This design comes from an exercise in tuning for small area on the open sky130 flow, not from production work. Only simulation tests tie the RTL to the original design; equivalence was not proved. The clock cells of run 5 come from the design's own scripts or RTL, not from TritonCTS. No driver is modelled on the clock port, so clock power and skew are understated where the tree is cut down; a real chip needs a root buffer or a tree. Power figures rest on the tool's default switching activity, not on a simulated workload.

## run.sh

```bash
#!/bin/bash
# synth_recipe.tcl (not shown) runs the flow's synth.tcl, then flattens the netlist and writes it again
# the make line also repeats each setting of config.mk as NAME=value (left out here)
make -C /OpenROAD-flow-scripts/flow DESIGN_CONFIG=/design/flow/config.mk WORK_HOME=/design/flow/orfs CLKGATE_MAP_FILE= SYNTH_SCRIPT=/design/flow/synth_recipe.tcl finish
```

## config.mk

```make
export PLATFORM = sky130hd
export DESIGN_NAME = AHB_MC
export DESIGN_NICKNAME = AHB_MC
export VERILOG_FILES = /design/flow/design.v
export SDC_FILE = /design/flow/constraint.sdc
export NUM_CORES = 4
export LEC_CHECK = 0
export CAP_MARGIN = 20
export CORE_MARGIN = 2
export CORE_UTILIZATION = 40
export PLACE_DENSITY = 0.6
export SLEW_MARGIN = 20
```

## constraint.sdc

```tcl
create_clock -name core_clock -period 8.0 [get_ports {HCLK}]
set_input_delay 1.6000 -clock core_clock [delete_from_list [all_inputs] [get_ports {HCLK}]]
set_output_delay 1.6000 -clock core_clock [all_outputs]
set_load 0.01 [all_outputs]
```

## design.v

```verilog
module MC(
	input HCLK,
	input HRESETn,
	input [2:0] BEMF,
	output [2:0] VH,
	output [2:0] VL,
	input [28:0] boot_cmd,
	output [9:0] boot_addr,
	input [11:0] Prediv,
	input [11:0] close_loop_pwm,
	input [9:0] comp_delay,
	input [11:0] ph_overflow,
	input orientation,
	input restart_en,
	input en,
	output [2:0] status,
	output [11:0] ph_cnt,
	output stuck
);
localparam [2:0] IDLE       = 3'b000;
localparam [2:0] DELAY      = 3'b001;
localparam [2:0] RD_CMD     = 3'b010;
localparam [2:0] EXE_CMD    = 3'b011;
localparam [2:0] COMP_DELAY = 3'b100;
localparam [2:0] RD_BEMF    = 3'b101;
localparam [2:0] EXE_LOOP   = 3'b111;
reg [2:0] state;
reg [2:0] next_state;
wire s_idle  = (state == IDLE);
wire s_delay = (state == DELAY);
wire s_rd    = (state == RD_CMD);
wire s_exc   = (state == EXE_CMD);
wire s_comp  = (state == COMP_DELAY);
wire s_rb    = (state == RD_BEMF);
wire s_exl   = (state == EXE_LOOP);
wire s_loop  = state[2];
wire s_drive = s_exc | s_exl;
reg [9:0]  shad_comp_delay;    
reg        shad_orientation;   
reg        shad_restart_en;    
reg [11:0] shad_ph_overflow;   
reg [11:0] shad_Prediv;        
reg [11:0] duty;               
reg [11:0] shad_phcnt;         
reg [11:0] pwm_cnt;     
reg [13:0] dly_cnt;     
reg [11:0] seq_cnt;     
reg [2:0]  hi_cnt;      
reg [2:0]  cur_phase;   
reg [2:0]  last_phase;
reg        bemf_s;
reg        phase_change_reg0;
wire [2:0] cmd_phase = boot_cmd[14:12];
wire cmd_empty   = (cmd_phase == 3'd0) | seq_cnt[10];
wire pwm_done    = (pwm_cnt == shad_Prediv);
wire pwm_out     = (pwm_cnt <= duty);
wire dly_done    = (dly_cnt == 14'd0);
wire cd_eq       = (pwm_cnt[9:0] == shad_comp_delay);
wire cd_zero     = (shad_comp_delay == 10'd0);
wire rb_first    = s_rb & (pwm_cnt[2:0] == 3'd0);
wire cd_done     = s_comp ? cd_eq : (cd_zero & ~rb_first);
wire rb_done     = s_rb & (pwm_cnt[2:0] == 3'd7);
wire ph_ovf      = (seq_cnt == shad_ph_overflow);
wire bemf_hi     = hi_cnt[2];
wire phase_change = (cur_phase != last_phase);
wire phase_change_pulse = ~phase_change_reg0 & phase_change;
wire adv = bemf_hi ^ cur_phase[0] ^ shad_orientation;
wire [2:0] ph_fwd = (cur_phase == 3'd6) ? 3'd1 : cur_phase + 3'd1;
wire [2:0] ph_bwd = (cur_phase == 3'd1) ? 3'd6 : cur_phase - 3'd1;
wire [2:0] next_phase_loop = (cur_phase == 3'd0 | ~adv) ? cur_phase :
                             shad_orientation ? ph_bwd : ph_fwd;
wire [2:0] next_phase_cmd = (cmd_phase == 3'd7) ? 3'd0 : cmd_phase;
wire bemf_sel = ((cur_phase == 3'd1) | (cur_phase == 3'd4)) & BEMF[2] |
                ((cur_phase == 3'd2) | (cur_phase == 3'd5)) & BEMF[1] |
                ((cur_phase == 3'd3) | (cur_phase == 3'd6)) & BEMF[0];
always@(posedge HCLK) begin
  phase_change_reg0 <= phase_change;
  bemf_s <= bemf_sel;
end
always@(posedge HCLK) begin
  if(s_delay) begin
    shad_comp_delay <= comp_delay;
    shad_orientation <= orientation;
    shad_restart_en <= restart_en;
    shad_ph_overflow <= ph_overflow;
  end
  if(s_delay | cd_done) shad_Prediv <= Prediv;
  if(s_rd) duty <= boot_cmd[11:0];
  else if(cd_done & ~s_exc) duty <= close_loop_pwm;
  if(s_rd) dly_cnt <= boot_cmd[28:15];
  else if(s_exc & pwm_done) dly_cnt <= dly_cnt - 1'b1;
  if(~s_rb) hi_cnt <= 3'd0;
  else if(bemf_s) hi_cnt <= hi_cnt + 1'b1;
  if(~(s_loop | s_exc) | (s_drive & pwm_done) | (s_comp & cd_eq) | rb_done) pwm_cnt <= 12'd0;
  else pwm_cnt <= pwm_cnt + 1'b1;
  if(s_idle | s_delay | (s_rd & cmd_empty) | (phase_change_pulse & s_loop) | (s_exl & (ph_ovf | ~en))) seq_cnt <= 12'd0;
  else if((s_rd & ~cmd_empty) | rb_done) seq_cnt <= seq_cnt + 1'b1;
end
always@(posedge HCLK or negedge HRESETn) begin
  if(~HRESETn) shad_phcnt <= 12'b0;
  else if(phase_change_pulse) shad_phcnt <= seq_cnt & {12{s_loop}};
end
always@(posedge HCLK or negedge HRESETn) begin
  if(~HRESETn) cur_phase <= 3'd0;
  else if(rb_done) cur_phase <= next_phase_loop;
  else if(s_rd & ~cmd_empty) cur_phase <= next_phase_cmd;
end
always@(posedge HCLK or negedge HRESETn) begin
  if(~HRESETn) last_phase <= 3'd0;
  else if(rb_done) last_phase <= cur_phase;
end
always@(*) begin
  case(state)
    IDLE:       next_state = en ? DELAY : IDLE;
    DELAY:      next_state = RD_CMD;
    RD_CMD:     next_state = cmd_empty ? COMP_DELAY : EXE_CMD;
    EXE_CMD:    next_state = ~en ? IDLE : dly_done ? RD_CMD : EXE_CMD;
    COMP_DELAY: next_state = cd_eq ? RD_BEMF : COMP_DELAY;
    RD_BEMF:    next_state = rb_done ? EXE_LOOP : RD_BEMF;
    EXE_LOOP:   next_state = ~en ? IDLE : ph_ovf ? (shad_restart_en ? DELAY : IDLE) :
                             pwm_done ? COMP_DELAY : EXE_LOOP;
    default:    next_state = IDLE;
  endcase
end
always@(posedge HCLK or negedge HRESETn) begin
  if(~HRESETn) state <= IDLE;
  else state <= next_state;
end
reg [2:0] vh_p, vl_p;
always@(*) begin
  case(cur_phase)
    3'd1: begin vl_p = 3'b010; vh_p = 3'b001; end
    3'd2: begin vl_p = 3'b100; vh_p = 3'b001; end
    3'd3: begin vl_p = 3'b100; vh_p = 3'b010; end
    3'd4: begin vl_p = 3'b001; vh_p = 3'b010; end
    3'd5: begin vl_p = 3'b001; vh_p = 3'b100; end
    3'd6: begin vl_p = 3'b010; vh_p = 3'b100; end
    default: begin vl_p = 3'b000; vh_p = 3'b000; end
  endcase
end
assign VL = vl_p & {3{s_drive}};
assign VH = vh_p & {3{s_drive & pwm_out}};
assign stuck = ph_ovf & s_exl;
assign ph_cnt = shad_phcnt;
assign status = {s_drive, s_loop, ~s_idle};
assign boot_addr = seq_cnt[9:0];
endmodule
module AHB_MC(
	input HCLK,
	input HRESETn,
	input HSEL,
	input [1:0] HTRANS,
	input HREADY,
	input [31:0] HADDR,
	input [31:0] HWDATA,
	input HWRITE,
	output [31:0] HRDATA,
	output HRESP,
	output HREADYOUT,
	input [2:0] BEMF,
	output [2:0] VH,
	output [2:0] VL,
	output stuck,
	output cmd_we,
	output [9:0] cmd_addr,
	output [28:0] cmd_wdata,
	input [28:0] cmd_rdata
);
assign HRESP = 1'b0;
assign HREADYOUT = 1'b1;
reg [11:0] Prediv;
reg [11:0] ph_overflow;
reg [11:0] close_loop_pwm;
reg [9:0] comp_delay;
reg [1:0] ctrl;
reg en;
wire [2:0] status;
wire [9:0] boot_addr_rd;
wire [11:0] ph_cnt;
wire sel = HSEL & HTRANS[1] & HREADY;
reg wr_en_reg;
reg [10:0] addr_reg;    
always@(posedge HCLK or negedge HRESETn) begin
  if(~HRESETn) wr_en_reg <= 1'b0;
  else wr_en_reg <= sel & HWRITE;
end
always@(posedge HCLK) begin
  if(sel) addr_reg <= HADDR[12:2];
end
wire wr_reg = wr_en_reg & addr_reg[10];
wire [2:0] idx = addr_reg[2:0];
reg [11:0] rd_mux;
always@(*) begin
  case(idx)
    3'd0: rd_mux = close_loop_pwm;
    3'd1: rd_mux = Prediv;
    3'd2: rd_mux = {2'b0, comp_delay};
    3'd3: rd_mux = {10'b0, ctrl};
    3'd4: rd_mux = ph_cnt;
    3'd5: rd_mux = {11'b0, en};
    3'd6: rd_mux = {9'b0, status};
    default: rd_mux = ph_overflow;
  endcase
end
assign HRDATA = {20'b0, rd_mux & {12{addr_reg[10]}}};
wire [11:0] Prediv_next = (|HWDATA[11:8])? HWDATA[11:0] : 12'd256;
always@(posedge HCLK or negedge HRESETn) begin
  if(~HRESETn) close_loop_pwm <= 12'b0;
  else if(wr_reg & (idx == 3'd0)) close_loop_pwm <= HWDATA[11:0];
end
always@(posedge HCLK or negedge HRESETn) begin
  if(~HRESETn) Prediv <= 12'd2048;
  else if(wr_reg & (idx == 3'd1)) Prediv <= Prediv_next;
end
always@(posedge HCLK or negedge HRESETn) begin
  if(~HRESETn) comp_delay <= 10'd512;
  else if(wr_reg & (idx == 3'd2)) comp_delay <= HWDATA[9:0];
end
always@(posedge HCLK or negedge HRESETn) begin
  if(~HRESETn) ctrl <= 2'b0;
  else if(wr_reg & (idx == 3'd3)) ctrl <= HWDATA[1:0];
end
always@(posedge HCLK or negedge HRESETn) begin
  if(~HRESETn) ph_overflow <= 12'd2048;
  else if(wr_reg & (idx == 3'd7)) ph_overflow <= HWDATA[11:0];
end
always@(posedge HCLK or negedge HRESETn) begin
  if(~HRESETn) en <= 1'b0;
  else if(wr_reg & (idx == 3'd5)) en <= HWDATA[0];
  else if(stuck & ~ctrl[1]) en <= 1'b0;
end
MC u1_MC(
	.HCLK             (HCLK),
	.HRESETn          (HRESETn),
	.BEMF             (BEMF),
	.VH               (VH),
	.VL               (VL),
	.boot_cmd         (cmd_rdata),
	.boot_addr        (boot_addr_rd),
	.Prediv           (Prediv),
	.close_loop_pwm   (close_loop_pwm),
	.comp_delay       (comp_delay),
	.ph_overflow      (ph_overflow),
	.orientation      (ctrl[0]),
	.restart_en       (ctrl[1]),
	.en               (en),
	.status           (status),
	.ph_cnt           (ph_cnt),
	.stuck            (stuck)
);
assign cmd_we = wr_en_reg & ~addr_reg[10] & ~en;
assign cmd_addr = en ? boot_addr_rd : addr_reg[9:0];
assign cmd_wdata = {HWDATA[29:16], HWDATA[14:12], HWDATA[11:0]};
endmodule
```

==> results of run 1 <==
through the flow:
step,std cells,util (%),hold WS (ns),instance area [um2],total power (uW)
global route,1225,47.3,0.493,10600,3120
detailed placement,1192,44.7,0.461,10000,2150
global placement,1192,44.7,0.449,10000,2130
CTS,1224,47.2,0.477,10600,2960
finish,1225,47.3,0.478,10600,2940
floorplan,892,-,0.436,9140,1890
power groups by stage:
stage | registers (uW) | clock network, uW | logic, uW
2_1_floorplan | 1270 | 0 | 617
3_3_place_gp | 1340 | 0 | 794
3_5_place_dp | 1340 | 0 | 810
4_1_cts | 1320 | 822 | 814
5_1_grt | 1350 | 859 | 907
6_report | 1320 | 807 | 807
cells in the final DEF, fill, tap and decap left out, types with 12 or more instances in the layout:
cell type	Yosys	final
sky130_fd_sc_hd__a21oi_1	18	18
sky130_fd_sc_hd__clkbuf_16	0	17
sky130_fd_sc_hd__clkdlybuf4s50_1	0	101
sky130_fd_sc_hd__conb_1	2	22
sky130_fd_sc_hd__dfrtp_1	68	68
sky130_fd_sc_hd__dfxtp_1	29	29
sky130_fd_sc_hd__edfxtp_1	73	73
sky130_fd_sc_hd__ha_1	25	25
sky130_fd_sc_hd__inv_1	25	25
sky130_fd_sc_hd__mux2_2	52	52
sky130_fd_sc_hd__mux2i_1	14	14
sky130_fd_sc_hd__nand2_1	123	123
sky130_fd_sc_hd__nand3_1	18	18
sky130_fd_sc_hd__nand4_1	17	17
sky130_fd_sc_hd__nor2_1	64	62
sky130_fd_sc_hd__nor4_1	13	12
sky130_fd_sc_hd__o21ai_0	46	46
sky130_fd_sc_hd__xnor2_1	29	29
sky130_fd_sc_hd__xor2_1	43	43
per-layer routing:
metal  wire length [um]  global-route usage (%)  part of all wire (%)  up-vias
met1              10100                    25.6                    47     3034
met5                  0                       0                     0        -
met2              10200                    29.1                    47      182
met4                495                    7.14                   2.3        0
li1                   -                       -                     -     3088
met3                872                    3.25                   4.0       27
worst max-delay path by stage:
stage                        end  slack (ns)             start  cells past startpoint
finish                     VH[2]        3.19  u1_MC.pwm_cnt[5]                      7
global route               VH[2]        3.05  u1_MC.pwm_cnt[5]                      7
CTS                        VH[2]        3.17  u1_MC.pwm_cnt[5]                      7
detailed placement  cmd_wdata[4]        3.52         HWDATA[4]                      2
global placement    cmd_wdata[4]        3.52         HWDATA[4]                      2
floorplan                  VH[0]        4.32  u1_MC.pwm_cnt[5]                      6
synth_stat cells, drive strengths merged (2+ instances only):
cell      n
nand2   123
edfxtp   73
dfrtp    68
buf      65
nor2     64
mux2     52
o21ai    48
xor2     43
clkbuf   30
dfxtp    29
xnor2    29
ha       25
inv      25
a21oi    18
nand3    18
nand4    17
mux2i    14
nor4     13
nor3b    12
nor2b    10
and3      9
a211oi    8
nor3      8
a221oi    7
a31oi     7
and2      6
nand2b    5
a22oi     4
a21o      3
a22o      3
dfstp     3
o211a     3
or4       3
and4      2
conb      2
nor4b     2
o31ai     2
layout make-up:
type	count	share of cell area (%)
Tap cell	285	3.36
Clock inverter	15	1.30
Clock buffer	17	4.01
Timing Repair Buffer	111	10.3
Sequential cell	173	42.9
Inverter	25	0.885
Multi-Input combinational cell	599	37.3
kinds of logic after synthesis:
kind of cell             Yosys count  synth area share [%]
AO/OA/AOI/OAI                    117                  8.34
flip-flops                       173                  50.2
adder cells (fa/ha/maj)           25                  3.45
multiplexers                      67                  8.26
buffers and inverters            120                  7.30
other                              2                0.0829
XOR/XNOR                          72                  6.96
AND/OR/NAND/NOR                  296                  15.4
==> implementation parameters, run 1 <==
Parameter                              Value

Route
  Number of search-and-repair iterations in the first detailed-routing pass ... 4
  Aggregate routed wire length ... 21.7 mm
  Number of DRC violations after detailed-routing iteration 0 ... 519
  Via density per instance ... 5.17
  Total vias in the final route ... 6331
  Post-route DRC ... 0
  DR WL/cell ... 17.7 um
  Count of antenna-violating nets left after detailed routing ... 0

CTS
  Clock transition at path regs ... 0.07 ns
  Latest clock arrival within the worst-skew pair ... 0.43 ns
  Sink count of the clock tree ... 173
  Post-CTS resize count ... 0
  Number of setup buffers added after CTS ... 0
  Clock tree from TritonCTS ... built
  Number of buffers created by CTS ... 17
  Maximum root-to-sink buffer count ... 2
  Maximum level of the CTS H-tree ... 4
  Post-cts hold buffer count ... 0
  Root buf cell ... sky130_fd_sc_hd__clkbuf_16

STA
  Worst Max-Slew Pin Slew ... 0.966 ns
  Number of pins with negative max-slew slack in the final report ... 0
  Relative slew margins ... 35.6%
  Clock Skews ... 0.0100 ns
  Final Setup Violations ... 0
  Worst-case setup margin in the final layout ... 3.19 ns
  Final min period ... 4.81 ns
  Highest clock rate ... 208 MHz
  Setup repair after global routing missed its margin ... false
  Post-Route Setup TNS ... 0 ns
  Fraction of the cycle the final worst path needs ... 60.1%
  Final Hold Viols ... 0

Critical path
  Count of cells along the worst register-to-register path ... 4
  Slack of the worst reg-to-reg path ... 5.11 ns
  Startpoint of the lowest-slack register-to-register path ... u1_MC.state[0]
  Crit path cell chain ... ha_1, a21o_1, a221o_1, a22o_1, o32a_1, nor4_1, clkdlybuf4s50_1
  Delay of the slowest cell on the worst path ... 0.60 ns
  Worst path arrival time ... 3.21 ns
  Largest fanout on the critical path ... 6
  Critical path data required time ... 6.40 ns
  CP bufs+invs ... 1
  Nature of the critical path endpoint ... primary output
  Slowest cell on the critical path ... sky130_fd_sc_hd__clkdlybuf4s50_1
  Family of cells with the greatest summed delay on the critical path ... compound AO/OA/AOI/OAI gates
  Endpoint of the most critical register-to-register path ... u1_MC.cur_phase[2]
  Startpoint type of the worst setup path ... flop
  Startpoint-to-endpoint class of the critical path ... flop to primary output

Yosys
  Instance count of the mapped netlist ... 872
  Async set-reset flop share out of synthesis ... 41.0%
  Register area share after synthesis ... 50.2%
  Cell types occupying the most area after synthesis ... sky130_fd_sc_hd__edfxtp_1 (24%), sky130_fd_sc_hd__dfrtp_1 (19%), sky130_fd_sc_hd__mux2_2 (6.5%)
  Library cell with the largest summed area after synthesis ... sky130_fd_sc_hd__edfxtp_1
  Number of distinct standard cells referenced by the synthesized netlist ... 63
  Synthesized area ... 0.00906 mm2
  Area share of the largest cell type after synthesis ... 24.2%
  Count of flip-flops with a built-in enable after synthesis ... 73
  Flop and latch count out of synthesis ... 173
  Total of warnings raised by yosys ... 2
  Synth Area per Inst ... 10.4 um2
  Ys flop type ... sky130_fd_sc_hd__edfxtp_1

Finish
  Flip-flop and latch area ... 0.00455 mm2
  Post-synthesis to final-layout area growth ... 17.1%
  Layout Nets ... 1055
  Flip-flop count of the largest register after layout ... 14
  Number of antenna repair diodes ... 0
  Combined area of the multi-input logic cells ... 0.00395 mm2
  Largest register by flop count ... u1_MC.dly_cnt
  Count of fill cells added during filler insertion ... 2089
  Share of cells above drive strength 1 ... 11.4%

Global routing
  Total global routing overflow ... 0
  First-pass GRT wire length ... 34.1 mm
  Via count of the first global-routing pass ... 6114
  Initial antenna violation count ... 0
  Global-route total usage across every layer ... 18.5%
  Largest net degree at the start of global routing ... 72

Die
  Number of placed I/O pins ... 184
  Chip Height ... 155 um
  Row count ... 55
  Die X-Extent ... 155 um
  Total Die Area ... 0.0239 mm2
  Core Region ... 0.0224 mm2
  Initial Util ... 40.4%

Placed design
  Post-DP HPWL ... 15.6 mm
  Routability congestion estimate from global placement ... 0.835
  Worst slack after detailed placement ... 3.52 ns
  # port buffers ... 102

Worst hold path
  Hold Crit Class ... flop to flop
  Worst Hold Path Cells ... 0
  Worst hold path startpoint ... ph_overflow[1]
  Min-Delay Endpoint ... u1_MC.shad_ph_overflow[1]

Pwr
  Proportion of total power due to net switching ... 35.2%
  Power Internal ... 1900 uW
  Total power density per cell area ... 277 mW/mm2
  Share of power burned in combinational logic ... 27.5%
  Clock Power Share ... 27.5%
  Part of the total power dissipated in sequential elements ... 45.0%
  Leak ... 0.00428 uW
  Net switching component of the power ... 1030 uW
  Worst IR drop on VDD ... 0.000171 V

Job
  Max-capacitance violation count ... 0

Outcome
  Result of the run ... timing/DRC/antenna clean
==> run 2, diff against run 1 <==
==> flow/run.sh (new file) <==
#!/bin/bash
# Standard layout with smaller port buffers and clock buffers, and no CTS dummy loads.
set -euo pipefail
bash standard.sh \
  "BUFFER_PORTS_ARGS=-buffer_cell sky130_fd_sc_hd__buf_1" \
  "CTS_ARGS=-sink_clustering_enable -repair_clock_nets -dont_use_dummy_load -buf_list {sky130_fd_sc_hd__clkbuf_2 sky130_fd_sc_hd__clkbuf_4 sky130_fd_sc_hd__clkbuf_8}" \
  finish > make.log 2>&1
==> standard.sh (new file) <==
#!/bin/bash
# synth_recipe.tcl (not shown) runs the flow's synth.tcl, then flattens the netlist and writes it again
# the make line also repeats each setting of config.mk as NAME=value (left out here)
make -C /OpenROAD-flow-scripts/flow DESIGN_CONFIG=/design/flow/config.mk WORK_HOME=/design/flow/orfs CLKGATE_MAP_FILE= SYNTH_SCRIPT=/design/flow/synth_recipe.tcl "${@:-finish}"
removed: run.sh
==> implementation parameters, run 2 <==
Parameter                              Value

Outcome
  Result of the run ... timing/DRC/antenna clean

CTS
  Post-CTS resize count ... 0 (unchanged)
  Clock tree from TritonCTS ... built
  Post-cts hold buffer count ... 0 (unchanged)
  Maximum level of the CTS H-tree ... 4 (unchanged)
  Maximum root-to-sink buffer count ... 2 (unchanged)
  Latest clock arrival within the worst-skew pair ... 0.47 ns (+0.04 ns)
  Number of setup buffers added after CTS ... 0 (unchanged)
  Clock transition at path regs ... 0.09 ns (+0.02 ns)
  Sink count of the clock tree ... 173 (unchanged)
  Number of buffers created by CTS ... 17 (unchanged)
  Root buf cell ... sky130_fd_sc_hd__clkbuf_8

Yosys
  Area share of the largest cell type after synthesis ... 24.2% (unchanged)
  Async set-reset flop share out of synthesis ... 41.0% (unchanged)
  Total of warnings raised by yosys ... 2 (unchanged)
  Multiplexer area fraction after synthesis ... 8.26% (unchanged)
  Ys flop type ... sky130_fd_sc_hd__edfxtp_1
  Synthesized-area fraction occupied by adder cells ... 3.45% (unchanged)
  Synthesized area ... 0.00906 mm2 (unchanged)
  Synth Area per Inst ... 10.4 um2 (unchanged)
  Flop and latch count out of synthesis ... 173 (unchanged)
  Library cell with the largest summed area after synthesis ... sky130_fd_sc_hd__edfxtp_1
  Synth top cells by count ... sky130_fd_sc_hd__nand2_1 (123), sky130_fd_sc_hd__edfxtp_1 (73), sky130_fd_sc_hd__dfrtp_1 (68)
  Synth Area in Simple Gates ... 15.4% (unchanged)
  Register area share after synthesis ... 50.2% (unchanged)
  Instance count of the mapped netlist ... 872 (unchanged)
  Synth Area in Compound Gates ... 8.34% (unchanged)
  Number of distinct standard cells referenced by the synthesized netlist ... 63 (unchanged)
  Count of flip-flops with a built-in enable after synthesis ... 73 (unchanged)
  Most frequent cell after synthesis ... sky130_fd_sc_hd__nand2_1
  Xor/xnor share of the synthesized area ... 6.96% (unchanged)
  Largest family of logic cells by synthesized area ... simple AND/OR/NAND/NOR gates
  Cell types occupying the most area after synthesis ... sky130_fd_sc_hd__edfxtp_1 (24%), sky130_fd_sc_hd__dfrtp_1 (19%), sky130_fd_sc_hd__mux2_2 (6.5%)

Global routing
  Total global routing overflow ... 0 (unchanged)
  Global-route total usage across every layer ... 18.0% (-0.55 points)
  Via count of the first global-routing pass ... 6001 (-1.8%)
  Initial antenna violation count ... 0 (unchanged)
  First-pass GRT wire length ... 32.9 mm (-3.5%)
  Largest net degree at the start of global routing ... 72 (unchanged)

STA
  Number of pins with negative max-slew slack in the final report ... 0 (unchanged)
  Fraction of the cycle the final worst path needs ... 55.0% (-5.1 points)
  Final Setup Violations ... 0 (unchanged)
  Post-Route Setup TNS ... 0 ns (unchanged)
  Clock Skews ... 0.0397 ns (+0.0297 ns)
  Setup repair after global routing missed its margin ... false
  Final Hold Viols ... 0 (unchanged)
  Highest clock rate ... 227 MHz (+9.2%)
  Relative slew margins ... 32.1% (-3.5 points)
  Final min period ... 4.40 ns (-0.404 ns)
  Worst Max-Slew Pin Slew ... 1.02 ns (+0.0509 ns)

Worst hold path
  Min-Delay Endpoint ... u1_MC.shad_ph_overflow[2]
  Hold Crit Class ... flop to flop
  Worst hold path startpoint ... ph_overflow[2]
  Worst Hold Path Cells ... 0 (unchanged)

Critical path
  Count of cells along the worst register-to-register path ... 3 (-1)
  Endpoint of the most critical register-to-register path ... Prediv[10]
  Startpoint type of the worst setup path ... flop
  Nature of the critical path endpoint ... primary output
  Largest fanout on the critical path ... 6 (unchanged)
  Critical path data required time ... 6.40 ns (about the same)
  Worst path arrival time ... 2.80 ns (-0.41 ns)
  Slack of the worst reg-to-reg path ... 5.12 ns (about the same)
  Startpoint-to-endpoint class of the critical path ... flop to primary output
  Startpoint of the lowest-slack register-to-register path ... addr_reg[2]

Job
  Max-capacitance violation count ... 0 (unchanged)

Die
  Initial Util ... 40.4% (unchanged)
  Die X-Extent ... 155 um (unchanged)
  Core Region ... 0.0224 mm2 (unchanged)
  Total Die Area ... 0.0239 mm2 (unchanged)
  Row count ... 55 (unchanged)
  Chip Height ... 155 um (unchanged)
  Number of placed I/O pins ... 184 (unchanged)

Finish
  Leading cell type in the layout, fill and taps excluded ... sky130_fd_sc_hd__nand2_1
  Most used cells in the layout excluding fill and tap cells ... sky130_fd_sc_hd__nand2_1 (123), sky130_fd_sc_hd__buf_1 (101), sky130_fd_sc_hd__edfxtp_1 (73), sky130_fd_sc_hd__dfrtp_1 (68), sky130_fd_sc_hd__nor2_1 (63)
  Layout Nets ... 1054 (-0.095%)
  Number of antenna repair diodes ... 0 (unchanged)
  Largest register by flop count ... u1_MC.dly_cnt
  Flip-flop count of the largest register after layout ... 14 (unchanged)
  Post-synthesis to final-layout area growth ... 6.31%
  Count of fill cells added during filler insertion ... 2179 (+4.3%)
  Share of cells above drive strength 1 ... 9.74% (-1.6 points)

Route
  Number of search-and-repair iterations in the first detailed-routing pass ... 5 (+1)
  Number of DRC violations after detailed-routing iteration 0 ... 412 (-21%)
  Post-route DRC ... 0 (unchanged)
  Via density per instance ... 5.19 (+0.33%)
  Aggregate routed wire length ... 20.9 mm (-3.7%)
  Count of antenna-violating nets left after detailed routing ... 0 (unchanged)
  Total vias in the final route ... 6269 (-0.98%)
  DR WL/cell ... 17.3 um (-2.4%)

Pwr
  Leak ... 0.00385 uW (-10%)
  Final total power ... 2540 uW (-14%)
  Total power density per cell area ... 263 mW/mm2 (-4.8%)
  Worst IR drop on VDD ... 0.000117 V (-32%)

Placed design
  Post-DP HPWL ... 15.3 mm (-1.9%)
  Routability congestion estimate from global placement ... 0.905 (+8.3%)
  # port buffers ... 102 (unchanged)
## run 2: cell counts after synthesis
Identical to the previous run, type by type.
## run 2: kinds of logic after synthesis
family | Yosys count
AO/OA/AOI/OAI | 117
XOR/XNOR | 72
adder cells (fa/ha/maj) | 25
buffers and inverters | 120
flip-flops | 173
multiplexers | 67
other | 2
AND/OR/NAND/NOR | 296
## run 2: worst max path at each step
stage / endpoint / slack [ns] / start / depth (start not counted)
3_5_place_dp: VH[2] / 4.07 / u1_MC.pwm_cnt[5] / 7
5_1_grt: VH[2] / 3.35 / u1_MC.pwm_cnt[5] / 7
2_1_floorplan: VH[0] / 4.32 / u1_MC.pwm_cnt[5] / 6
3_3_place_gp: VH[0] / 4.05 / u1_MC.pwm_cnt[5] / 7
6_report: VH[2] / 3.60 / u1_MC.pwm_cnt[5] / 7
4_1_cts: VH[2] / 3.54 / u1_MC.pwm_cnt[5] / 7
## run 2: layout make-up
cell class	instances	area (um2)	share of cell area (%)
Clock buffer	17	234	2.43
Inverter	25	93.8	0.974
Multi-Input combinational cell	599	3950	41.0
Sequential cell	173	4550	47.3
Tap cell	285	357	3.70
Timing Repair Buffer	110	444	4.61
## run 2: critical path, cell delays in order, from the launching register on
cell and delay (ns):
sky130_fd_sc_hd__dfxtp_1 0.49, sky130_fd_sc_hd__ha_1 0.30, sky130_fd_sc_hd__a21o_1 0.18, sky130_fd_sc_hd__a221o_1 0.31, sky130_fd_sc_hd__a22o_1 0.19, sky130_fd_sc_hd__o32a_1 0.40, sky130_fd_sc_hd__nor4_1 0.27, sky130_fd_sc_hd__buf_1 0.19
## run 2: power by group
part / switching (uW) / internal (uW) / total (uW)
Clock: 274 / 188 / 462
Combinational: 469 / 284 / 754
Sequential: 161 / 1160 / 1320
## run 2: per-layer routing
layer,GRT usage (%),vias up,routed length [um]
met5,0,-,0
met3,3.64,31,1000
met1,24.3,2980,9440
met4,5.82,0,456
met2,29.1,178,9980
li1,-,3080,-
## run 2: stage by stage
stage          instance area (um2)  hold WS, ns  util, %  setup slack (ns)  std cells
2_1_floorplan                 9140        0.436        -              4.32        892
3_3_place_gp                  9380        0.446     41.8              4.05       1191
3_5_place_dp                  9400        0.454     41.9              4.07       1192
4_1_cts                       9630        0.457     42.9              3.54       1209
5_1_grt                       9630        0.480     42.9              3.35       1209
6_report                      9630        0.460     42.9              3.60       1209
==> run 3, diff against run 2 <==
==> flow/run.sh (replaced) <==
#!/bin/bash
# Standard layout with smaller port buffers and clock buffers, no CTS dummy loads,
# and power recovery (downsizing of non-critical cells) after global routing.
set -euo pipefail
bash standard.sh \
  "BUFFER_PORTS_ARGS=-buffer_cell sky130_fd_sc_hd__buf_1" \
  "CTS_ARGS=-sink_clustering_enable -repair_clock_nets -dont_use_dummy_load -buf_list {sky130_fd_sc_hd__clkbuf_2 sky130_fd_sc_hd__clkbuf_4 sky130_fd_sc_hd__clkbuf_8}" \
  "RECOVER_POWER=100" \
  finish > make.log 2>&1
==> implementation parameters, run 3 <==
Parameter                              Value

CTS
  Root buf cell ... sky130_fd_sc_hd__clkbuf_8
  Sink count of the clock tree ... 173 (unchanged)
  Maximum level of the CTS H-tree ... 4 (unchanged)
  Number of buffers created by CTS ... 17 (unchanged)
  Clock tree from TritonCTS ... built
  Post-CTS resize count ... 0 (unchanged)
  Latest clock arrival within the worst-skew pair ... 0.48 ns (about the same)
  Clock transition at path regs ... 0.09 ns (about the same)
  Number of setup buffers added after CTS ... 0 (unchanged)
  Post-cts hold buffer count ... 0 (unchanged)
  Maximum root-to-sink buffer count ... 2 (unchanged)

Finish
  Layout Nets ... 1054 (unchanged)
  Count of fill cells added during filler insertion ... 2190 (+0.50%)
  Largest register by flop count ... u1_MC.dly_cnt
  Post-synthesis to final-layout area growth ... 5.62%
  Number of antenna repair diodes ... 0 (unchanged)
  Leading cell type in the layout, fill and taps excluded ... sky130_fd_sc_hd__nand2_1
  Flip-flop count of the largest register after layout ... 14 (unchanged)
  Most used cells in the layout excluding fill and tap cells ... sky130_fd_sc_hd__nand2_1 (123), sky130_fd_sc_hd__buf_1 (91), sky130_fd_sc_hd__edfxtp_1 (73), sky130_fd_sc_hd__dfrtp_1 (68), sky130_fd_sc_hd__nor2_1 (64)
  Fraction of the core area covered by cells at the end of the flow ... 42.7% (-0.28 points)
  Share of cells above drive strength 1 ... 8.12% (-1.6 points)

Yosys
  Flop and latch count out of synthesis ... 173 (unchanged)
  Synth Area per Inst ... 10.4 um2 (unchanged)
  Async set-reset flop share out of synthesis ... 41.0% (unchanged)
  Synth top cells by count ... sky130_fd_sc_hd__nand2_1 (123), sky130_fd_sc_hd__edfxtp_1 (73), sky130_fd_sc_hd__dfrtp_1 (68)
  Ys flop type ... sky130_fd_sc_hd__edfxtp_1
  Count of flip-flops with a built-in enable after synthesis ... 73 (unchanged)
  Library cell with the largest summed area after synthesis ... sky130_fd_sc_hd__edfxtp_1
  Total of warnings raised by yosys ... 2 (unchanged)
  Area share of the largest cell type after synthesis ... 24.2% (unchanged)
  Most frequent cell after synthesis ... sky130_fd_sc_hd__nand2_1
  Number of distinct standard cells referenced by the synthesized netlist ... 63 (unchanged)
  Register area share after synthesis ... 50.2% (unchanged)
  Synthesized area ... 0.00906 mm2 (unchanged)
  Instance count of the mapped netlist ... 872 (unchanged)
  Cell types occupying the most area after synthesis ... sky130_fd_sc_hd__edfxtp_1 (24%), sky130_fd_sc_hd__dfrtp_1 (19%), sky130_fd_sc_hd__mux2_2 (6.5%)

Global routing
  First-pass GRT wire length ... 32.9 mm (unchanged)
  Global-route total usage across every layer ... 18.0% (unchanged)
  Largest net degree at the start of global routing ... 72 (unchanged)
  Via count of the first global-routing pass ... 6001 (unchanged)
  Initial antenna violation count ... 0 (unchanged)
  Total global routing overflow ... 0 (unchanged)

Route
  Count of antenna-violating nets left after detailed routing ... 0 (unchanged)
  DR WL/cell ... 17.3 um (+0.34%)
  Wire length on met2 ... 10.1 mm (+0.79%)
  Aggregate routed wire length ... 21.0 mm (+0.34%)
  Total vias in the final route ... 6237 (-0.51%)
  Top routing layer in use ... met4
  Number of search-and-repair iterations in the first detailed-routing pass ... 5 (unchanged)
  Routed length on met1 ... 9.55 mm (+1.2%)
  Met3 Routed Length ... 918 um (-8.3%)
  Via density per instance ... 5.16 (-0.51%)
  Number of DRC violations after detailed-routing iteration 0 ... 456 (+11%)
  Post-route DRC ... 0 (unchanged)

Pwr
  Part of the total power dissipated in sequential elements ... 52.4% (+0.3 points)
  Net switching component of the power ... 902 uW (-0.28%)
  Share of power burned in combinational logic ... 29.4% (-0.3 points)
  Leak ... 0.00382 uW (-0.96%)
  Total power density per cell area ... 264 mW/mm2 (+0.23%)
  Clock Power Share ... 18.3% (about the same)
  Power Internal ... 1620 uW (-0.51%)
  Proportion of total power due to net switching ... 35.7% (+0.053 points)
  Final total power ... 2530 uW (-0.42%)
  Worst IR drop on VDD ... 0.000118 V (+0.81%)

STA
  Post-Route Setup TNS ... 0 ns (unchanged)
  Setup repair after global routing missed its margin ... false
  Final min period ... 4.97 ns (+0.570 ns)
  Worst-case setup margin in the final layout ... 3.03 ns (-0.570 ns)
  Number of pins with negative max-slew slack in the final report ... 185 (+185)
  Relative slew margins ... -169% (-200 points)
  Fraction of the cycle the final worst path needs ... 62.1% (+7.1 points)
  Highest clock rate ... 201 MHz (-11%)
  Worst Max-Slew Pin Slew ... 4.04 ns (+3.02 ns)
  Clock Skews ... 0.0387 ns (-0.00101 ns)
  Final Hold Viols ... 0 (unchanged)
  Final Setup Violations ... 0 (unchanged)
  Hold Worst Slack ... 0.466 ns (+0.00643 ns)

Critical path
  Slowest cell on the critical path ... sky130_fd_sc_hd__clkbuf_1
  Startpoint type of the worst setup path ... primary input
  Startpoint-to-endpoint class of the critical path ... primary input to asynchronous set/reset pin
  Family of cells with the greatest summed delay on the critical path ... buffers and inverters
  CP bufs+invs ... 2 (+1)
  Nature of the critical path endpoint ... asynchronous set/reset pin
  Worst path arrival time ... 4.58 ns (+1.78 ns)
  Crit path cell chain ... buf_2, clkbuf_1
  Critical path data required time ... 7.61 ns (+1.21 ns)
  Delay of the slowest cell on the worst path ... 2.79 ns (+2.30 ns)
  Largest fanout on the critical path ... 71 (+65)

Placed design
  Post-DP HPWL ... 15.3 mm (unchanged)
  # port buffers ... 102 (unchanged)
  Routability congestion estimate from global placement ... 0.905 (unchanged)
  Worst slack after detailed placement ... 4.07 ns (unchanged)

Die
  Die X-Extent ... 155 um (unchanged)
  Row count ... 55 (unchanged)
  Core Region ... 0.0224 mm2 (unchanged)
  Number of placed I/O pins ... 184 (unchanged)
  Initial Util ... 40.4% (unchanged)
  Total Die Area ... 0.0239 mm2 (unchanged)
  Chip Height ... 155 um (unchanged)

Outcome
  Layout check faults ... capacitance limit, slew limit
  Result of the run ... complete, but fails checks

Job
  Max-capacitance violation count ... 6 (+6)

Worst hold path
  Hold Crit Class ... flop to flop
run 3: cell counts after synthesis:
Identical to the previous run, type by type.
run 3: path summary, 6_finish.rpt:
check                                     from                        end  slack, ns  cells past startpoint
worst max-delay path                   HRESETn          close_loop_pwm[0]       3.03                      2
worst min-delay path            ph_overflow[2]  u1_MC.shad_ph_overflow[2]       0.47                      0
worst max register to register  u1_MC.state[2]         u1_MC.cur_phase[1]       3.42                      5
worst min register to register  ph_overflow[2]  u1_MC.shad_ph_overflow[2]       0.47                      0
max in group core_clock            addr_reg[0]                  HRDATA[0]       3.19                      6
min in group asynchronous              HRESETn        u1_MC.shad_phcnt[6]       2.61                      2
run 3: layout make-up:
| type | count | area, um2 | area share [%] |
|---|---|---|---|
| clock buffer | 17 | 234 | 2.44 |
| inverter | 25 | 93.8 | 0.981 |
| multi-input combinational | 599 | 3920 | 40.9 |
| sequential | 173 | 4550 | 47.6 |
| tap | 285 | 357 | 3.73 |
| timing repair buffer | 110 | 418 | 4.37 |
run 3: metrics by stage:
step / instances / area, um2
finish: 1209 / 9570
global route: 1209 / 9570
CTS: 1209 / 9630
detailed placement: 1192 / 9400
global placement: 1191 / 9380
floorplan: 892 / 9140
run 3: power groups by stage:
stage	registers, uW	logic, uW	clock network, uW
floorplan	1270	617	0
global placement	1340	751	0
detailed placement	1340	763	0
CTS	1320	767	476
global route	1350	851	508
finish	1320	742	462
run 3: metal layers:
layer | up-vias | GRT usage, %
met5 | - | 0
met4 | 0 | 5.82
met3 | 27 | 3.64
met2 | 164 | 29.1
met1 | 2972 | 24.3
li1 | 3074 | -
run 3: cells by family after synthesis:
logic type	after synthesis	share of synthesized area [%]
AO/OA/AOI/OAI	117	8.34
XOR/XNOR	72	6.96
adder cells (fa/ha/maj)	25	3.45
buffers and inverters	120	7.30
flip-flops	173	50.2
multiplexers	67	8.26
other	2	0.0829
AND/OR/NAND/NOR	296	15.4
==> run 4, diff against run 3 <==
==> flow/run.sh (replaced) <==
#!/bin/bash
# Standard layout with smaller port buffers and clock buffers, no CTS dummy loads, and
# after global routing a downsizing pass for non-critical cells (flow/post_grt.tcl).
set -euo pipefail
bash standard.sh \
  "BUFFER_PORTS_ARGS=-buffer_cell sky130_fd_sc_hd__buf_1" \
  "CTS_ARGS=-sink_clustering_enable -repair_clock_nets -dont_use_dummy_load -buf_list {sky130_fd_sc_hd__clkbuf_2 sky130_fd_sc_hd__clkbuf_4 sky130_fd_sc_hd__clkbuf_8}" \
  "POST_GLOBAL_ROUTE_TCL=$PWD/flow/post_grt.tcl" \
  finish > make.log 2>&1
==> flow/post_grt.tcl (new file) <==
# After global routing: downsize cells that have timing slack to spare, then repair any
# slew/capacitance violations this causes, re-legalise, re-route the changed nets and
# rewrite the route guides for detailed routing.
global_route -start_incremental
repair_timing -recover_power 100 -verbose
repair_design -verbose -cap_margin 20 -slew_margin 20
detailed_placement
global_route -end_incremental
estimate_parasitics -global_routing
repair_timing -setup -hold -verbose
write_guides $::env(RESULTS_DIR)/route.guide
==> implementation parameters, run 4 <==
Parameter                              Value

Outcome
  Result of the run ... timing/DRC/antenna clean

STA
  Relative slew margins ... 37.3% (+210 points)
  Post-Route Setup TNS ... 0 ns (unchanged)
  Clock Skews ... 0.0394 ns (+0.000738 ns)
  Final min period ... 4.40 ns (-0.572 ns)
  Fraction of the cycle the final worst path needs ... 55.0% (-7.2 points)
  Highest clock rate ... 227 MHz (+13%)
  Final Setup Violations ... 0 (unchanged)
  Worst Max-Slew Pin Slew ... 0.940 ns (-3.10 ns)
  Number of pins with negative max-slew slack in the final report ... 0 (-100%)
  Final Hold Viols ... 0 (unchanged)
  Hold Worst Slack ... 0.472 ns (+0.00535 ns)

Pwr
  Final total power ... 2540 uW (+0.62%)
  Worst IR drop on VDD ... 0.000114 V (-2.9%)
  Leak ... 0.00387 uW (+1.3%)
  Total power density per cell area ... 263 mW/mm2 (-0.28%)

Yosys
  Count of flip-flops with a built-in enable after synthesis ... 73 (unchanged)
  Cell types occupying the most area after synthesis ... sky130_fd_sc_hd__edfxtp_1 (24%), sky130_fd_sc_hd__dfrtp_1 (19%), sky130_fd_sc_hd__mux2_2 (6.5%)
  Flop and latch count out of synthesis ... 173 (unchanged)
  Total of warnings raised by yosys ... 2 (unchanged)
  Number of distinct standard cells referenced by the synthesized netlist ... 63 (unchanged)
  Area share of the largest cell type after synthesis ... 24.2% (unchanged)
  Synth top cells by count ... sky130_fd_sc_hd__nand2_1 (123), sky130_fd_sc_hd__edfxtp_1 (73), sky130_fd_sc_hd__dfrtp_1 (68)
  Register area share after synthesis ... 50.2% (unchanged)
  Ys flop type ... sky130_fd_sc_hd__edfxtp_1
  Async set-reset flop share out of synthesis ... 41.0% (unchanged)
  Library cell with the largest summed area after synthesis ... sky130_fd_sc_hd__edfxtp_1
  Synth Area per Inst ... 10.4 um2 (unchanged)
  Instance count of the mapped netlist ... 872 (unchanged)
  Most frequent cell after synthesis ... sky130_fd_sc_hd__nand2_1
  Synthesized area ... 0.00906 mm2 (unchanged)

Finish
  Leading cell type in the layout, fill and taps excluded ... sky130_fd_sc_hd__nand2_1
  Largest register by flop count ... u1_MC.dly_cnt
  Fraction of the core area covered by cells at the end of the flow ... 43.0% (+0.38 points)
  Flip-flop count of the largest register after layout ... 14 (unchanged)
  Post-synthesis to final-layout area growth ... 6.57%
  Number of antenna repair diodes ... 0 (unchanged)
  Layout Nets ... 1059 (+0.47%)
  Share of cells above drive strength 1 ... 9.36% (+1.2 points)
  Most used cells in the layout excluding fill and tap cells ... sky130_fd_sc_hd__nand2_1 (123), sky130_fd_sc_hd__buf_1 (91), sky130_fd_sc_hd__edfxtp_1 (73), sky130_fd_sc_hd__dfrtp_1 (68), sky130_fd_sc_hd__nor2_1 (63)

Route
  Count of antenna-violating nets left after detailed routing ... 0 (unchanged)
  Number of DRC violations after detailed-routing iteration 0 ... 445 (-2.4%)
  DR WL/cell ... 17.2 um (-0.55%)
  Post-route DRC ... 0 (unchanged)
  Aggregate routed wire length ... 20.9 mm (-0.14%)
  Via density per instance ... 5.18 (+0.40%)
  Total vias in the final route ... 6288 (+0.82%)
  Number of search-and-repair iterations in the first detailed-routing pass ... 5 (unchanged)

Die
  Number of placed I/O pins ... 184 (unchanged)
  Core Region ... 0.0224 mm2 (unchanged)
  Chip Height ... 155 um (unchanged)
  Initial Util ... 40.4% (unchanged)
  Total Die Area ... 0.0239 mm2 (unchanged)
  Die X-Extent ... 155 um (unchanged)
  Row count ... 55 (unchanged)

Critical path
  Endpoint of the most critical register-to-register path ... u1_MC.cur_phase[1]
  Startpoint-to-endpoint class of the critical path ... flop to primary output
  Count of cells along the worst register-to-register path ... 5 (unchanged)
  Nature of the critical path endpoint ... primary output
  Slack of the worst reg-to-reg path ... 4.76 ns (+1.34 ns)
  Critical path data required time ... 6.40 ns (-1.21 ns)
  Startpoint type of the worst setup path ... flop
  Startpoint of the lowest-slack register-to-register path ... u1_MC.state[2]
  Largest fanout on the critical path ... 6 (-92%)
  Worst path arrival time ... 2.80 ns (-1.78 ns)

Global routing
  Via count of the first global-routing pass ... 6001 (unchanged)
  Initial antenna violation count ... 0 (unchanged)
  Largest net degree at the start of global routing ... 72 (unchanged)
  First-pass GRT wire length ... 32.9 mm (unchanged)
  Global-route total usage across every layer ... 18.0% (unchanged)
  Total global routing overflow ... 0 (unchanged)

Placed design
  # port buffers ... 102 (unchanged)
  Post-DP HPWL ... 15.3 mm (unchanged)
  Routability congestion estimate from global placement ... 0.905 (unchanged)

CTS
  Clock transition at path regs ... 0.09 ns (about the same)
  Maximum level of the CTS H-tree ... 4 (unchanged)
  Clock tree from TritonCTS ... built
  Sink count of the clock tree ... 173 (unchanged)
  Number of buffers created by CTS ... 17 (unchanged)
  Latest clock arrival within the worst-skew pair ... 0.47 ns (about the same)
  Number of setup buffers added after CTS ... 0 (unchanged)
  Root buf cell ... sky130_fd_sc_hd__clkbuf_8
  Post-cts hold buffer count ... 0 (unchanged)
  Maximum root-to-sink buffer count ... 2 (unchanged)
  Post-CTS resize count ... 0 (unchanged)

Job
  Max-capacitance violation count ... 0 (-6)

Worst hold path
  Hold Crit Class ... flop to flop
  Min-Delay Endpoint ... u1_MC.shad_ph_overflow[2]
  Worst hold path startpoint ... ph_overflow[2]
  Worst Hold Path Cells ... 0 (unchanged)
run 4: final cells by class:
| cell class | count | area [um2] |
|---|---|---|
| inverters | 25 | 93.8 |
| clock buffers | 17 | 234 |
| fillers | 2187 | 12800 |
| multi-input cells | 599 | 3940 |
| flip-flops and latches | 173 | 4550 |
| repair buffers | 115 | 482 |
| well taps | 285 | 357 |
run 4: critical path, stage by stage, from the launching register on:
cell and delay [ns]:
sky130_fd_sc_hd__dfxtp_1 0.49, sky130_fd_sc_hd__ha_1 0.30, sky130_fd_sc_hd__a21o_1 0.18, sky130_fd_sc_hd__a221o_1 0.31
sky130_fd_sc_hd__a22o_1 0.19, sky130_fd_sc_hd__o32a_1 0.40, sky130_fd_sc_hd__nor4_1 0.27, sky130_fd_sc_hd__buf_1 0.19
run 4: cells by family after synthesis:
| logic type | count (synthesis) | synth area share [%] |
|---|---|---|
| adder cells (fa/ha/maj) | 25 | 3.45 |
| other | 2 | 0.0829 |
| flip-flops | 173 | 50.2 |
| AND/OR/NAND/NOR | 296 | 15.4 |
| AO/OA/AOI/OAI | 117 | 8.34 |
| multiplexers | 67 | 8.26 |
| XOR/XNOR | 72 | 6.96 |
| buffers and inverters | 120 | 7.30 |
run 4: worst max-delay path by stage:
stage | start | endpoint | slack (ns)
after floorplan | u1_MC.pwm_cnt[5] | VH[0] | 4.32
after global placement | u1_MC.pwm_cnt[5] | VH[0] | 4.05
after detailed placement | u1_MC.pwm_cnt[5] | VH[2] | 4.07
after CTS | u1_MC.pwm_cnt[5] | VH[2] | 3.54
final | u1_MC.pwm_cnt[5] | VH[2] | 3.60
run 4: stage by stage:
stage	cell area (um2)	cells	setup WS [ns]
CTS	9630	1209	3.54
finish	9660	1214	3.60
floorplan	9140	892	4.32
detailed placement	9400	1192	4.07
global placement	9380	1191	4.05
run 4: power breakdown:
part	total, uW	switching [uW]	internal, uW
Combinational	759	473	286
Clock	462	274	188
Sequential	1320	160	1160
Total	2540	907	1630
run 4: routing by layer:
metal | wire length, um | global-route usage [%] | part of all wire, % | vias to the layer above
li1 | - | - | - | 3083
met1 | 9460 | 24.3 | 45 | 3011
met2 | 10000 | 29.1 | 48 | 166
met3 | 1030 | 3.64 | 4.9 | 28
met4 | 420 | 5.82 | 2.0 | 0
met5 | 0 | 0 | 0 | -
==> run 5, diff against run 4 <==
--- a/design.v
+++ b/design.v
@@ -48,7 +48,6 @@
 reg [2:0]  hi_cnt;      
 reg [2:0]  cur_phase;   
 reg [2:0]  last_phase;
-reg        bemf_s;
 reg        phase_change_reg0;
 wire [2:0] cmd_phase = boot_cmd[14:12];
 wire cmd_empty   = (cmd_phase == 3'd0) | seq_cnt[10];
@@ -57,8 +56,7 @@
 wire dly_done    = (dly_cnt == 14'd0);
 wire cd_eq       = (pwm_cnt[9:0] == shad_comp_delay);
 wire cd_zero     = (shad_comp_delay == 10'd0);
-wire rb_first    = s_rb & (pwm_cnt[2:0] == 3'd0);
-wire cd_done     = s_comp ? cd_eq : (cd_zero & ~rb_first);
+wire cd_done     = (s_comp & cd_eq) | cd_zero;
 wire rb_done     = s_rb & (pwm_cnt[2:0] == 3'd7);
 wire ph_ovf      = (seq_cnt == shad_ph_overflow);
 wire bemf_hi     = hi_cnt[2];
@@ -75,7 +73,6 @@
                 ((cur_phase == 3'd3) | (cur_phase == 3'd6)) & BEMF[0];
 always@(posedge HCLK) begin
   phase_change_reg0 <= phase_change;
-  bemf_s <= bemf_sel;
 end
 always@(posedge HCLK) begin
   if(s_delay) begin
@@ -89,8 +86,8 @@
   else if(cd_done & ~s_exc) duty <= close_loop_pwm;
   if(s_rd) dly_cnt <= boot_cmd[28:15];
   else if(s_exc & pwm_done) dly_cnt <= dly_cnt - 1'b1;
-  if(~s_rb) hi_cnt <= 3'd0;
-  else if(bemf_s) hi_cnt <= hi_cnt + 1'b1;
+  if(s_comp & cd_eq) hi_cnt <= {2'b0, bemf_sel};
+  else if(s_rb & ~(pwm_cnt[2] & pwm_cnt[1])) hi_cnt <= hi_cnt + bemf_sel;
   if(~(s_loop | s_exc) | (s_drive & pwm_done) | (s_comp & cd_eq) | rb_done) pwm_cnt <= 12'd0;
   else pwm_cnt <= pwm_cnt + 1'b1;
   if(s_idle | s_delay | (s_rd & cmd_empty) | (phase_change_pulse & s_loop) | (s_exl & (ph_ovf | ~en))) seq_cnt <= 12'd0;
@@ -185,23 +182,20 @@
   else wr_en_reg <= sel & HWRITE;
 end
 always@(posedge HCLK) begin
-  if(sel) addr_reg <= HADDR[12:2];
+  if(sel) addr_reg[9:0] <= HADDR[11:2];
+  addr_reg[10] <= HADDR[12];    
 end
 wire wr_reg = wr_en_reg & addr_reg[10];
 wire [2:0] idx = addr_reg[2:0];
-reg [11:0] rd_mux;
-always@(*) begin
-  case(idx)
-    3'd0: rd_mux = close_loop_pwm;
-    3'd1: rd_mux = Prediv;
-    3'd2: rd_mux = {2'b0, comp_delay};
-    3'd3: rd_mux = {10'b0, ctrl};
-    3'd4: rd_mux = ph_cnt;
-    3'd5: rd_mux = {11'b0, en};
-    3'd6: rd_mux = {9'b0, status};
-    default: rd_mux = ph_overflow;
-  endcase
-end
+wire [7:0] rsel = 8'd1 << idx;
+wire [11:0] rd_mux = {12{rsel[0]}} & close_loop_pwm |
+                     {12{rsel[1]}} & Prediv |
+                     {12{rsel[2]}} & {2'b0, comp_delay} |
+                     {12{rsel[3]}} & {10'b0, ctrl} |
+                     {12{rsel[4]}} & ph_cnt |
+                     {12{rsel[5]}} & {11'b0, en} |
+                     {12{rsel[6]}} & {9'b0, status} |
+                     {12{rsel[7]}} & ph_overflow;
 assign HRDATA = {20'b0, rd_mux & {12{addr_reg[10]}}};
 wire [11:0] Prediv_next = (|HWDATA[11:8])? HWDATA[11:0] : 12'd256;
 always@(posedge HCLK or negedge HRESETn) begin
==> flow/run.sh (replaced) <==
#!/bin/bash
# Standard layout with smaller port buffers, one tie cell for all constant outputs, and a
# two-level clock tree built by flow/pre_cts.tcl in place of TritonCTS.
set -euo pipefail
bash standard.sh \
  "BUFFER_PORTS_ARGS=-buffer_cell sky130_fd_sc_hd__buf_1" \
  "SKIP_REPAIR_TIE_FANOUT=1" \
  "PRE_CTS_TCL=$PWD/flow/pre_cts.tcl" \
  finish > make.log 2>&1
==> flow/pre_cts.tcl (new file) <==
# Clock tree built here instead of by TritonCTS: the flip-flops are split into nclk groups of
# about equal size by k-means on their placed positions; each group is driven by one leaf
# clock buffer at the group's centre, and the leaves by one root buffer at their centre, which
# is the clock port's only load.
set nclk 11
set clkbuf_master sky130_fd_sc_hd__clkbuf_8
set root_master sky130_fd_sc_hd__clkbuf_8
proc clock_tree_synthesis {args} { puts "clock tree already built by pre_cts.tcl" }

set block [ord::get_db_block]
set clk_port_net [$block findNet HCLK]
set sinks [$clk_port_net getITerms]
set xs {}; set ys {}
foreach it $sinks {
  set bb [[$it getInst] getBBox]
  lappend xs [expr {([$bb xMin] + [$bb xMax]) / 2.0}]
  lappend ys [expr {([$bb yMin] + [$bb yMax]) / 2.0}]
}
set n [llength $sinks]
# initial centres: a grid over the sinks' bounding box
set x0 [tcl::mathfunc::min {*}$xs]; set x1 [tcl::mathfunc::max {*}$xs]
set y0 [tcl::mathfunc::min {*}$ys]; set y1 [tcl::mathfunc::max {*}$ys]
set nr [expr {max(1, int(round(sqrt($nclk))))}]
set nc [expr {int(ceil($nclk / double($nr)))}]
set cx {}; set cy {}
for {set k 0} {$k < $nclk} {incr k} {
  set r [expr {$k / $nc}]; set c [expr {$k % $nc}]
  lappend cx [expr {$x0 + ($x1-$x0)*($c+0.5)/$nc}]
  lappend cy [expr {$y0 + ($y1-$y0)*($r+0.5)/$nr}]
}
set cap [expr {int(ceil($n / double($nclk)))}]
for {set iter 0} {$iter < 30} {incr iter} {
  # balanced assignment: sinks in order of how much they prefer their best centre
  set cnt [lrepeat $nclk 0]
  set assign [lrepeat $n -1]
  set order {}
  for {set i 0} {$i < $n} {incr i} {
    set ds {}
    for {set k 0} {$k < $nclk} {incr k} {
      lappend ds [expr {abs([lindex $xs $i]-[lindex $cx $k]) + abs([lindex $ys $i]-[lindex $cy $k])}]
    }
    set s [lsort -real $ds]
    lappend order [list $i [expr {[lindex $s 1] - [lindex $s 0]}] $ds]
  }
  foreach e [lsort -real -decreasing -index 1 $order] {
    lassign $e i regret ds
    set best -1; set bd 1e18
    for {set k 0} {$k < $nclk} {incr k} {
      if {[lindex $cnt $k] < $cap && [lindex $ds $k] < $bd} { set bd [lindex $ds $k]; set best $k }
    }
    lset assign $i $best
    lset cnt $best [expr {[lindex $cnt $best] + 1}]
  }
  set sx [lrepeat $nclk 0.0]; set sy [lrepeat $nclk 0.0]
  for {set i 0} {$i < $n} {incr i} {
    set k [lindex $assign $i]
    lset sx $k [expr {[lindex $sx $k] + [lindex $xs $i]}]
    lset sy $k [expr {[lindex $sy $k] + [lindex $ys $i]}]
  }
  for {set k 0} {$k < $nclk} {incr k} {
    if {[lindex $cnt $k] > 0} {
      lset cx $k [expr {[lindex $sx $k] / [lindex $cnt $k]}]
      lset cy $k [expr {[lindex $sy $k] / [lindex $cnt $k]}]
    }
  }
}
puts "clock groups: $cnt"
set master [[ord::get_db] findMaster $clkbuf_master]
set rmaster [[ord::get_db] findMaster $root_master]
set root [odb::dbInst_create $block $rmaster "clkbuf_root"]
set rootnet [odb::dbNet_create $block "clknet_root"]
$rootnet setSigType CLOCK
[$root findITerm A] connect $clk_port_net
[$root findITerm X] connect $rootnet
set w [[$root getBBox] getDX]; set h [[$root getBBox] getDY]
set mx [expr {([tcl::mathfunc::min {*}$cx] + [tcl::mathfunc::max {*}$cx]) / 2}]
set my [expr {([tcl::mathfunc::min {*}$cy] + [tcl::mathfunc::max {*}$cy]) / 2}]
$root setLocation [expr {int($mx - $w/2)}] [expr {int($my - $h/2)}]
$root setPlacementStatus PLACED
for {set k 0} {$k < $nclk} {incr k} {
  set inst [odb::dbInst_create $block $master "clkbuf_grp_$k"]
  set net [odb::dbNet_create $block "clknet_grp_$k"]
  $net setSigType CLOCK
  [$inst findITerm A] connect $rootnet
  [$inst findITerm X] connect $net
  set w [[$inst getBBox] getDX]; set h [[$inst getBBox] getDY]
  $inst setLocation [expr {int([lindex $cx $k] - $w/2)}] [expr {int([lindex $cy $k] - $h/2)}]
  $inst setPlacementStatus PLACED
  set grpnet($k) $net
}
for {set i 0} {$i < $n} {incr i} {
  set it [lindex $sinks $i]
  $it disconnect
  $it connect $grpnet([lindex $assign $i])
}
global_connect
set_propagated_clock [all_clocks]
removed: flow/post_grt.tcl
==> implementation parameters, run 5 <==
Parameter                              Value

Yosys
  Xor/xnor share of the synthesized area ... 6.89% (-0.067 points)
  Synth Area per Inst ... 10.6 um2 (+1.6%)
  Total of warnings raised by yosys ... 2 (unchanged)
  Multiplexer area fraction after synthesis ... 9.28% (+1.0 points)
  Ys flop type ... sky130_fd_sc_hd__edfxtp_1
  Instance count of the mapped netlist ... 855 (-1.9%)
  Async set-reset flop share out of synthesis ... 41.3% (+0.24 points)
  Synth top cells by count ... sky130_fd_sc_hd__nand2_1 (114), sky130_fd_sc_hd__edfxtp_1 (73), sky130_fd_sc_hd__dfrtp_1 (68)
  Register area share after synthesis ... 50.2% (about the same)
  Cell types occupying the most area after synthesis ... sky130_fd_sc_hd__edfxtp_1 (24%), sky130_fd_sc_hd__dfrtp_1 (19%), sky130_fd_sc_hd__mux2_2 (7.1%)
  Most frequent cell after synthesis ... sky130_fd_sc_hd__nand2_1
  Synthesized area ... 0.00902 mm2 (-0.43%)
  Area share of the largest cell type after synthesis ... 24.3% (+0.10 points)
  Synth Area in Compound Gates ... 7.90% (-0.44 points)
  Synth Area in Simple Gates ... 14.9% (-0.49 points)
  Number of distinct standard cells referenced by the synthesized netlist ... 68 (+7.9%)
  Largest family of logic cells by synthesized area ... simple AND/OR/NAND/NOR gates
  Count of flip-flops with a built-in enable after synthesis ... 73 (unchanged)
  Synthesized-area fraction occupied by adder cells ... 3.19% (-0.26 points)
  Library cell with the largest summed area after synthesis ... sky130_fd_sc_hd__edfxtp_1
  Flop and latch count out of synthesis ... 172 (-0.58%)

Global routing
  Total global routing overflow ... 0 (unchanged)
  Via count of the first global-routing pass ... 5984 (-0.28%)
  Global-route total usage across every layer ... 17.3% (-0.64 points)
  Initial antenna violation count ... 1 (+1)
  First-pass GRT wire length ... 33.1 mm (+0.54%)
  Largest net degree at the start of global routing ... 72 (unchanged)

Worst hold path
  Worst hold path startpoint ... comp_delay[4]
  Hold Crit Class ... flop to flop

Finish
  Fraction of the core area covered by cells at the end of the flow ... 42.9% (-0.17 points)
  Leading cell type in the layout, fill and taps excluded ... sky130_fd_sc_hd__nand2_1
  Most used cells in the layout excluding fill and tap cells ... sky130_fd_sc_hd__nand2_1 (114), sky130_fd_sc_hd__buf_1 (101), sky130_fd_sc_hd__edfxtp_1 (73), sky130_fd_sc_hd__dfrtp_1 (68), sky130_fd_sc_hd__mux2_2 (57)
  Count of fill cells added during filler insertion ... 2103 (-3.8%)
  Largest register by flop count ... u1_MC.dly_cnt
  Flip-flop and latch area ... 0.00453 mm2 (-0.44%)
  Layout Nets ... 1007 (-4.9%)
  Flip-flop count of the largest register after layout ... 14 (unchanged)
  Combined area of the multi-input logic cells ... 0.00383 mm2 (-2.8%)
  Post-synthesis to final-layout area growth ... 4.34%
  Share of cells above drive strength 1 ... 11.3% (+1.9 points)

STA
  Worst Max-Slew Pin Slew ... 1.08 ns (+0.142 ns)
  Fraction of the cycle the final worst path needs ... 57.2% (+2.3 points)
  Setup repair after global routing missed its margin ... false
  Highest clock rate ... 218 MHz (-4.0%)
  Post-Route Setup TNS ... 0 ns (unchanged)
  Final Hold Viols ... 0 (unchanged)
  Final Setup Violations ... 0 (unchanged)
  Final min period ... 4.58 ns (+0.181 ns)
  Number of pins with negative max-slew slack in the final report ... 0 (unchanged)
  Clock Skews ... 0.0130 ns (-0.0264 ns)
  Relative slew margins ... 27.7% (-9.6 points)

Job
  Max-capacitance violation count ... 0 (unchanged)

Pwr
  Total power density per cell area ... 244 mW/mm2 (-7.2%)
  Net switching component of the power ... 797 uW (-12%)
  Leak ... 0.00369 uW (-4.5%)
  Clock Power Share ... 17.3% (-0.9 points)
  Share of power burned in combinational logic ... 27.8% (-2.0 points)
  Part of the total power dissipated in sequential elements ... 54.8% (+2.8 points)
  Proportion of total power due to net switching ... 34.7% (-0.99 points)
  Power Internal ... 1500 uW (-8.2%)
  Worst IR drop on VDD ... 0.000128 V (+12%)

Route
  Number of DRC violations after detailed-routing iteration 0 ... 401 (-9.9%)
  Total vias in the final route ... 6123 (-2.6%)
  Aggregate routed wire length ... 21.1 mm (+1.0%)
  Number of search-and-repair iterations in the first detailed-routing pass ... 5 (unchanged)
  DR WL/cell ... 18.2 um (+5.7%)
  Via density per instance ... 5.28 (+1.9%)
  Count of antenna-violating nets left after detailed routing ... 0 (unchanged)
  Post-route DRC ... 0 (unchanged)

Critical path
  Startpoint-to-endpoint class of the critical path ... flop to primary output
  Worst path arrival time ... 2.98 ns (+0.18 ns)
  Delay of the slowest cell on the worst path ... 0.91 ns (+0.42 ns)
  Critical path data required time ... 6.40 ns (about the same)
  Largest fanout on the critical path ... 22 (+16)
  Dominant cell type by count on the critical path ... sky130_fd_sc_hd__nor2b_1
  Crit path cell chain ... nor2b_1, nor2b_1, a22oi_1, o21ai_0, and2_1, buf_1
  Setup crit start ... addr_reg[2]
  Startpoint of the lowest-slack register-to-register path ... u1_MC.state[2]
  Nature of the critical path endpoint ... primary output
  Startpoint type of the worst setup path ... flop
  Slowest cell on the critical path ... sky130_fd_sc_hd__edfxtp_1

CTS
  Clock transition at path regs ... 0.10 ns (about the same)
  Latest clock arrival within the worst-skew pair ... 0.45 ns (-0.02 ns)
  Post-cts hold buffer count ... 0 (unchanged)
  Number of setup buffers added after CTS ... 0 (unchanged)
  Post-CTS resize count ... 0 (unchanged)

Placed design
  # port buffers ... 102 (unchanged)
  Routability congestion estimate from global placement ... 0.809 (-11%)
  Post-DP HPWL ... 15.1 mm (-1.4%)

Die
  Number of placed I/O pins ... 184 (unchanged)
  Chip Height ... 154 um (-0.21%)
  Row count ... 54 (-1.8%)
  Die X-Extent ... 154 um (-0.21%)
  Total Die Area ... 0.0238 mm2 (-0.42%)
  Initial Util ... 41.1% (+0.70 points)
  Core Region ... 0.0220 mm2 (-2.1%)

Outcome
  Result of the run ... timing/DRC/antenna clean
run 5: changes by cell type after synthesis, sizes merged, moves of 4 or more:
cell,previous run,this run
nand2,123,114
nor2,64,55
mux2,52,57
and2,6,10
nor3b,12,2
a22oi,4,12
a211oi,8,1
a221oi,7,2
run 5: final timing paths:
check	cells past startpoint	slack, ns	end
worst max register to register	5	4.97	u1_MC.shad_Prediv[10]
worst min-delay path	0	0.47	u1_MC.shad_comp_delay[4]
min in group asynchronous	2	1.36	u1_MC.shad_phcnt[11]
worst max-delay path	6	3.42	HRDATA[7]
max in group asynchronous	2	6.00	u1_MC.state[1]
worst min register to register	0	0.47	u1_MC.shad_comp_delay[4]
run 5: per-layer routing:
metal  wire, um  vias to the layer above  GRT usage [%]
met5          0                        -              0
met4        429                        0           3.25
met3        967                       24           1.46
met2       9520                      164           28.3
met1      10200                     2965           25.5
li1           -                     2970              -
run 5: logic make-up after synthesis:
kind of cell             count (synthesis)
AND/OR/NAND/NOR                        280
AO/OA/AOI/OAI                          112
adder cells (fa/ha/maj)                 23
XOR/XNOR                                71
buffers and inverters                  121
multiplexers                            74
other                                    2
flip-flops                             172
run 5: layout make-up:
type                            count  share of cell area [%]
Multi-Input combinational cell    562                    40.7
Tap cell                          280                    3.72
Sequential cell                   172                    48.2
Antenna cell                        1                  0.0266
Timing Repair Buffer              111                    4.80
Buffer                             12                    1.75
Inverter                           22                   0.877
run 5: critical path, delay by kind of cell, from the launching register on:
kind | cells | cell delay, ns
flip-flops | 1 | 0.91
buffers and inverters | 1 | 0.17
AND/OR/NAND/NOR | 3 | 1.14
AO/OA/AOI/OAI | 2 | 0.31
run 5: power by group through the flow:
stage / Clock (uW) / Combinational (uW) / Sequential [uW]
floorplan: 0 / 537 / 1210
global placement: 0 / 634 / 1270
detailed placement: 0 / 647 / 1280
CTS: 415 / 650 / 1260
global route: 438 / 728 / 1280
finish: 399 / 639 / 1260
run 5: through the flow:
stage	setup WS, ns	area (um2)	power, uW	hold slack (ns)	instances
after detailed placement	3.96	9250	1930	0.456	1147
after global routing	3.22	9410	2450	0.495	1160
after global placement	3.98	9250	1910	0.453	1147
after CTS	3.44	9410	2330	0.474	1159
final	3.42	9410	2300	0.471	1160
after floorplan	4.68	9020	1750	0.436	855

## what the ideal ports hide
Ports are ideal in the flow. The routed layouts listed here were re-timed in OpenROAD.
Step 1 sets driving cells, clkbuf_16 on the clock port and buf_2 on the other inputs (assumed; they add their load-dependent delay and slew).
Step 2 also shifts input and output timing later by t, the mid clock arrival at the registers, as if the neighbouring blocks saw the same clock.
a / b / c = no drivers / after step 1 / after step 2; a / b = the first two.
run | t, ns | setup slack, ns | worst data-port slew with drivers (ns)
run 1 | 0.473 | 3.195 / 3.151 / 3.492 | 0.06
run 2 | 0.496 | 3.599 / 3.558 / 4.054 | 0.06
run 3 | 0.499 | 3.029 / 3.051 / 2.552 | 0.06
run 4 | 0.498 | 3.602 / 3.560 / 4.058 | 0.06
run 5 | 0.490 | 3.420 / 3.374 / 3.865 | 0.09
The setup slack of run 3, which loses most, moves by +0.022 ns with the drivers and by -0.477 ns with both steps. Setup slack includes reset recovery checks.
